Background: an optimization exercise with open tools, aiming at small area and a short achievable clock period. Do not read the settings as production practice. The RTL was checked by simulation tests, not by an equivalence proof against the original design. Power is estimated from default activity; no workload was simulated.

JK:
==> module iq, before the edit <==
module iq (
 input clk,
 input reset,
 input logic [3:0] inserted,
 input logic [6:0] robIdx0,
 input logic [7:0] srcReg0_1,
 input logic [7:0] srcReg0_2,
 input logic [6:0] robIdx1,
 input logic [7:0] srcReg1_1,
 input logic [7:0] srcReg1_2,
 input logic [6:0] robIdx2,
 input logic [7:0] srcReg2_1,
 input logic [7:0] srcReg2_2,
 input logic [6:0] robIdx3,
 input logic [7:0] srcReg3_1,
 input logic [7:0] srcReg3_2,
 input logic executed,
 input logic [7:0] executedReg,
 output logic [2:0] numIssued,
 output logic [6:0] issued0,
 output logic [6:0] issued1,
 output logic [6:0] issued2,
 output logic [6:0] issued3,
 output logic full
);
localparam int N = 31;      
logic [N-1:0] vld_q;
logic [N-1:0] r1_q;
logic [N-1:0] r2_q;
logic [6:0]   rob_q [N];
logic [7:0]   t1_q  [N];
logic [7:0]   t2_q  [N];
logic [4:0]   cnt_q;       
logic [3:0]   isel_q [N];
logic [3:0]   tot_q;       
logic [6:0] issued [4];
for (genvar k = 0; k < 4; k++) begin : g_out
    for (genvar b = 0; b < 7; b++) begin : g_bit
        logic [31:0] s, d;
        logic [3:0] o8;
        logic [1:0] n16;
        for (genvar i = 0; i < N; i++) begin : g_i
            assign s[i] = isel_q[i][k];
            assign d[i] = rob_q[i][b];
        end
        assign s[31] = 1'b0;
        assign d[31] = 1'b0;
        for (genvar q = 0; q < 4; q++) begin : g_q
            iq_ao8 u_ao (.s(s[8*q +: 8]), .d(d[8*q +: 8]), .o(o8[q]));
        end
        iq_nor2  u_n0 (.a(o8[0]), .b(o8[1]), .y(n16[0]));
        iq_nor2  u_n1 (.a(o8[2]), .b(o8[3]), .y(n16[1]));
        iq_nand2 u_o  (.a(n16[0]), .b(n16[1]), .y(issued[k][b]));
    end
end
assign issued0 = issued[0];
assign issued1 = issued[1];
assign issued2 = issued[2];
assign issued3 = issued[3];
assign numIssued = {~(|tot_q), tot_q[3] | tot_q[2], tot_q[3] | tot_q[1]};
assign full = (cnt_q > 5'd27);
logic [N-1:0] fre;
assign fre = ~vld_q;
logic [3:0] fsel [N];      
logic [127:0] fsel_w;
iq_pick #(.TOT(0)) u_fpick (.m({1'b0, fre}), .sel(fsel_w), .tot());
always_comb
    for (int i = 0; i < N; i++)
        for (int k = 0; k < 4; k++) fsel[i][k] = (k >= i - 27) ? fsel_w[4*i + k] : 1'b0;
logic [3:0] ins;
assign ins = inserted & {4{~full}};
logic [2:0] ins_amt;
assign ins_amt = {2'b0, ins[0]} + {2'b0, ins[1]} + {2'b0, ins[2]} + {2'b0, ins[3]};
logic [6:0] p_rob [4];
logic [7:0] p_t1  [4];
logic [7:0] p_t2  [4];
assign p_rob[0] = robIdx0; assign p_t1[0] = srcReg0_1; assign p_t2[0] = srcReg0_2;
assign p_rob[1] = robIdx1; assign p_t1[1] = srcReg1_1; assign p_t2[1] = srcReg1_2;
assign p_rob[2] = robIdx2; assign p_t1[2] = srcReg2_1; assign p_t2[2] = srcReg2_2;
assign p_rob[3] = robIdx3; assign p_t1[3] = srcReg3_1; assign p_t2[3] = srcReg3_2;
logic [N-1:0] iss, keep, vld_n, r1_n, r2_n;
logic [6:0] rob_n [N];
logic [7:0] t1_n  [N];
logic [7:0] t2_n  [N];
always_comb begin
    for (int i = 0; i < N; i++) begin
        iss[i]   = |isel_q[i];
        keep[i]  = vld_q[i] & ~iss[i] & reset;
        vld_n[i] = keep[i] | (|(fsel[i] & ins));
    end
end
logic exn;
assign exn = ~executed;
for (genvar i = 0; i < N; i++) begin : g_slot
    localparam int KMIN = (i > 27) ? i - 27 : 0;    
    iq_rdy u_r1 (.keep(keep[i]), .r(r1_q[i]), .exn(exn), .t(t1_q[i]), .e(executedReg), .rn(r1_n[i]));
    iq_rdy u_r2 (.keep(keep[i]), .r(r2_q[i]), .exn(exn), .t(t2_q[i]), .e(executedReg), .rn(r2_n[i]));
    for (genvar b = 0; b < 7; b++) begin : g_rob
        iq_dbit #(.KMIN(KMIN)) u_d (.hold(vld_q[i]), .q(rob_q[i][b]), .sel(fsel[i]),
                     .p({p_rob[3][b], p_rob[2][b], p_rob[1][b], p_rob[0][b]}), .d(rob_n[i][b]));
    end
    for (genvar b = 0; b < 8; b++) begin : g_tag
        iq_dbit #(.KMIN(KMIN)) u_d1 (.hold(vld_q[i]), .q(t1_q[i][b]), .sel(fsel[i]),
                      .p({p_t1[3][b], p_t1[2][b], p_t1[1][b], p_t1[0][b]}), .d(t1_n[i][b]));
        iq_dbit #(.KMIN(KMIN)) u_d2 (.hold(vld_q[i]), .q(t2_q[i][b]), .sel(fsel[i]),
                      .p({p_t2[3][b], p_t2[2][b], p_t2[1][b], p_t2[0][b]}), .d(t2_n[i][b]));
    end
end
logic [N-1:0] rn;
assign rn = r1_n & r2_n;
logic [3:0] isel_n [N];
logic [3:0] tot;
logic [127:0] isel_w;
iq_pick u_ipick (.m({1'b0, rn}), .sel(isel_w), .tot(tot));
always_comb for (int i = 0; i < N; i++) isel_n[i] = isel_w[4*i +: 4];
always_ff @(posedge clk) begin
    if (~reset) begin
        vld_q <= '0;
        cnt_q <= '0;
    end else begin
        vld_q <= vld_n;
        cnt_q <= cnt_q + {2'b0, ins_amt} - {2'b0, numIssued};
    end
    tot_q <= tot;
    for (int i = 0; i < N; i++)
        for (int k = 0; k < 4; k++) isel_q[i][k] <= (k <= i) ? isel_n[i][k] : 1'b0;
    r1_q <= r1_n;
    r2_q <= r2_n;
    for (int i = 0; i < N; i++) begin
        rob_q[i] <= rob_n[i];
        t1_q[i]  <= t1_n[i];
        t2_q[i]  <= t2_n[i];
    end
end
endmodule
==> module iq_dbit, before the edit <==
module iq_dbit #(
 parameter int KMIN = 0
) (
 input  logic       hold,
 input  logic       q,
 input  logic [3:0] sel,
 input  logic [3:0] p,
 output logic       d
);
always_comb begin
    d = hold & q;
    for (int k = KMIN; k < 4; k++) d |= sel[k] & p[k];
end
endmodule
==> flow/config.mk <==
export PLATFORM = sky130hd
export DESIGN_NAME = iq
export DESIGN_NICKNAME = iq
export VERILOG_FILES = /design/flow/design.v
export SDC_FILE = /design/flow/constraint.sdc
export NUM_CORES = 8
export LEC_CHECK = 0
export CAP_MARGIN = 40
export CORE_MARGIN = 2
export CORE_UTILIZATION = 56
export SLEW_MARGIN = 40
export SYNTH_HIERARCHICAL = 1
export SYNTH_MINIMUM_KEEP_SIZE = 0
==> flow/constraint.sdc <==
create_clock -name core_clock -period 18.0 [get_ports {clk}]
set_input_delay 3.6000 -clock core_clock [delete_from_list [all_inputs] [get_ports {clk}]]
set_output_delay 3.6000 -clock core_clock [all_outputs]
set_load 0.01 [all_outputs]
standard.sh (not shown) runs the stock make flow with config.mk's settings and CLKGATE_MAP_FILE= SYNTH_SCRIPT=/design/flow/synth_recipe.tcl, a recipe that flattens the netlist after the stock synthesis.
==> flow/flow/run.sh <==
#!/bin/bash
# The standard layout (standard.sh, standard synthesis unchanged) with:
#  - timing repair aimed at a setup margin of 12 ns (a period near 6 ns)
#    instead of the design's 18 ns;
#  - a repair_design pass after global route's timing repair (post_grt.tcl),
#    so that no max-slew or max-cap violation is left;
#  - CTS sink clusters of up to 20 flip-flops within 80 um and no dummy loads,
#    which needs about half the clock buffers;
#  - buf_4 as the port buffer (the default pick is a slow delay cell, which
#    timing repair cannot swap as it keeps cell footprints).
# The whole make output goes to standard_flow.log; ORFS keeps each step's log
# under orfs/logs.
set -euo pipefail
F="$(pwd)/flow"
bash standard.sh \
  SETUP_SLACK_MARGIN=12 \
  POST_GLOBAL_ROUTE_TCL="$F/post_grt.tcl" \
  "CTS_ARGS=-sink_clustering_enable -repair_clock_nets -dont_use_dummy_load -sink_clustering_size 20 -sink_clustering_max_diameter 80" \
  "BUFFER_PORTS_ARGS=-buffer_cell sky130_fd_sc_hd__buf_4" \
  finish > standard_flow.log 2>&1
==> flow/flow/post_grt.tcl <==
# Timing repair in global_route.tcl can leave max-slew or max-capacitance
# violations behind it; repair them and re-route the nets that changed.
global_route -start_incremental
repair_design_helper
detailed_placement
global_route -end_incremental
estimate_parasitics -global_routing
write_guides $::env(RESULTS_DIR)/route.guide
Inputs modified between JK and MS:
--- a/flow/design.v
+++ b/flow/design.v
@@ -91,22 +91,23 @@
     end
 end
 logic exn;
 assign exn = ~executed;
 for (genvar i = 0; i < N; i++) begin : g_slot
     localparam int KMIN = (i > 27) ? i - 27 : 0;    
+    localparam int KMAX = (i < 3) ? i : 3;           
     iq_rdy u_r1 (.keep(keep[i]), .r(r1_q[i]), .exn(exn), .t(t1_q[i]), .e(executedReg), .rn(r1_n[i]));
     iq_rdy u_r2 (.keep(keep[i]), .r(r2_q[i]), .exn(exn), .t(t2_q[i]), .e(executedReg), .rn(r2_n[i]));
     for (genvar b = 0; b < 7; b++) begin : g_rob
-        iq_dbit #(.KMIN(KMIN)) u_d (.hold(vld_q[i]), .q(rob_q[i][b]), .sel(fsel[i]),
+        iq_dbit #(.KMIN(KMIN), .KMAX(KMAX)) u_d (.hold(vld_q[i]), .q(rob_q[i][b]), .sel(fsel[i]),
                      .p({p_rob[3][b], p_rob[2][b], p_rob[1][b], p_rob[0][b]}), .d(rob_n[i][b]));
     end
     for (genvar b = 0; b < 8; b++) begin : g_tag
-        iq_dbit #(.KMIN(KMIN)) u_d1 (.hold(vld_q[i]), .q(t1_q[i][b]), .sel(fsel[i]),
+        iq_dbit #(.KMIN(KMIN), .KMAX(KMAX)) u_d1 (.hold(vld_q[i]), .q(t1_q[i][b]), .sel(fsel[i]),
                       .p({p_t1[3][b], p_t1[2][b], p_t1[1][b], p_t1[0][b]}), .d(t1_n[i][b]));
-        iq_dbit #(.KMIN(KMIN)) u_d2 (.hold(vld_q[i]), .q(t2_q[i][b]), .sel(fsel[i]),
+        iq_dbit #(.KMIN(KMIN), .KMAX(KMAX)) u_d2 (.hold(vld_q[i]), .q(t2_q[i][b]), .sel(fsel[i]),
                       .p({p_t2[3][b], p_t2[2][b], p_t2[1][b], p_t2[0][b]}), .d(t2_n[i][b]));
     end
 end
 logic [N-1:0] rn;
 assign rn = r1_n & r2_n;
 logic [3:0] isel_n [N];
@@ -327,23 +328,24 @@
 assign y = ~(a | b);
 endmodule
 module iq_nand2 (input logic a, input logic b, output logic y);
 assign y = ~(a & b);
 endmodule
 module iq_dbit #(
- parameter int KMIN = 0
+ parameter int KMIN = 0,
+ parameter int KMAX = 3
 ) (
  input  logic       hold,
  input  logic       q,
  input  logic [3:0] sel,
  input  logic [3:0] p,
  output logic       d
 );
 always_comb begin
     d = hold & q;
-    for (int k = KMIN; k < 4; k++) d |= sel[k] & p[k];
+    for (int k = KMIN; k <= KMAX; k++) d |= sel[k] & p[k];
 end
 endmodule
 module iq_rdy (
  input  logic       keep,
  input  logic       r,
  input  logic       exn,
--- outcome ---
- Taking JK as the reference, in MS mean area per synthesized cell closely matched the old numbers, switching share of power increased by 0.36 points relative to the old numbers, tap cell instance count decreased by 11 relative to the old numbers, standard-cell row count decreased by 1 relative to the old numbers.
- Portion of total power attributed to combinational logic: MS vs JK up 0.4 points
- The total via count after detailed routing number comes out higher for JK vs MS.
- MS against JK: setup skew after layout moved up, utilization moved up, area after synthesis moved down, starting density of the core moved up, synthesized cell count moved down.
- Instance count after placement with tap cells included for MS: about 1.2% down relative to JK
- Re number of buffers added to fix hold violations after cts: no difference whatsoever between JK and MS.
- Measured against each other, JK and MS differ in minimum period implied by the final worst setup slack, the lower figure coming from MS.

[afterwards: timing with drivers on the ports]
No port has a modelled driver above. Below, the same layouts with a new extraction and two added sets of constraints.
Step 1 (the two cells are an assumption about what drives the block):
set clk [get_ports {clk}]
set_driving_cell -lib_cell sky130_fd_sc_hd__clkbuf_16 $clk
set_driving_cell -lib_cell sky130_fd_sc_hd__buf_2 [delete_from_list [all_inputs] $clk]
Step 2 times the ports against the registers' clock, not the clock port: input delays grow and output delays shrink by t, the midpoint of the rising clock arrivals with the driver on.
a / b / c = no drivers / after step 1 / after step 2; a / b = the first two.
run | t (ns) | setup WS [ns] | worst data-port slew with drivers (ns)
JK | 0.778 | 11.874 / 11.792 / 11.133 | 0.18
MS | 0.785 | 11.925 / 11.851 / 11.082 | 0.31
After both steps every run listed still meets setup and hold. The setup slack of MS, which loses most, moves by -0.074 ns with the drivers and by -0.843 ns with both steps.
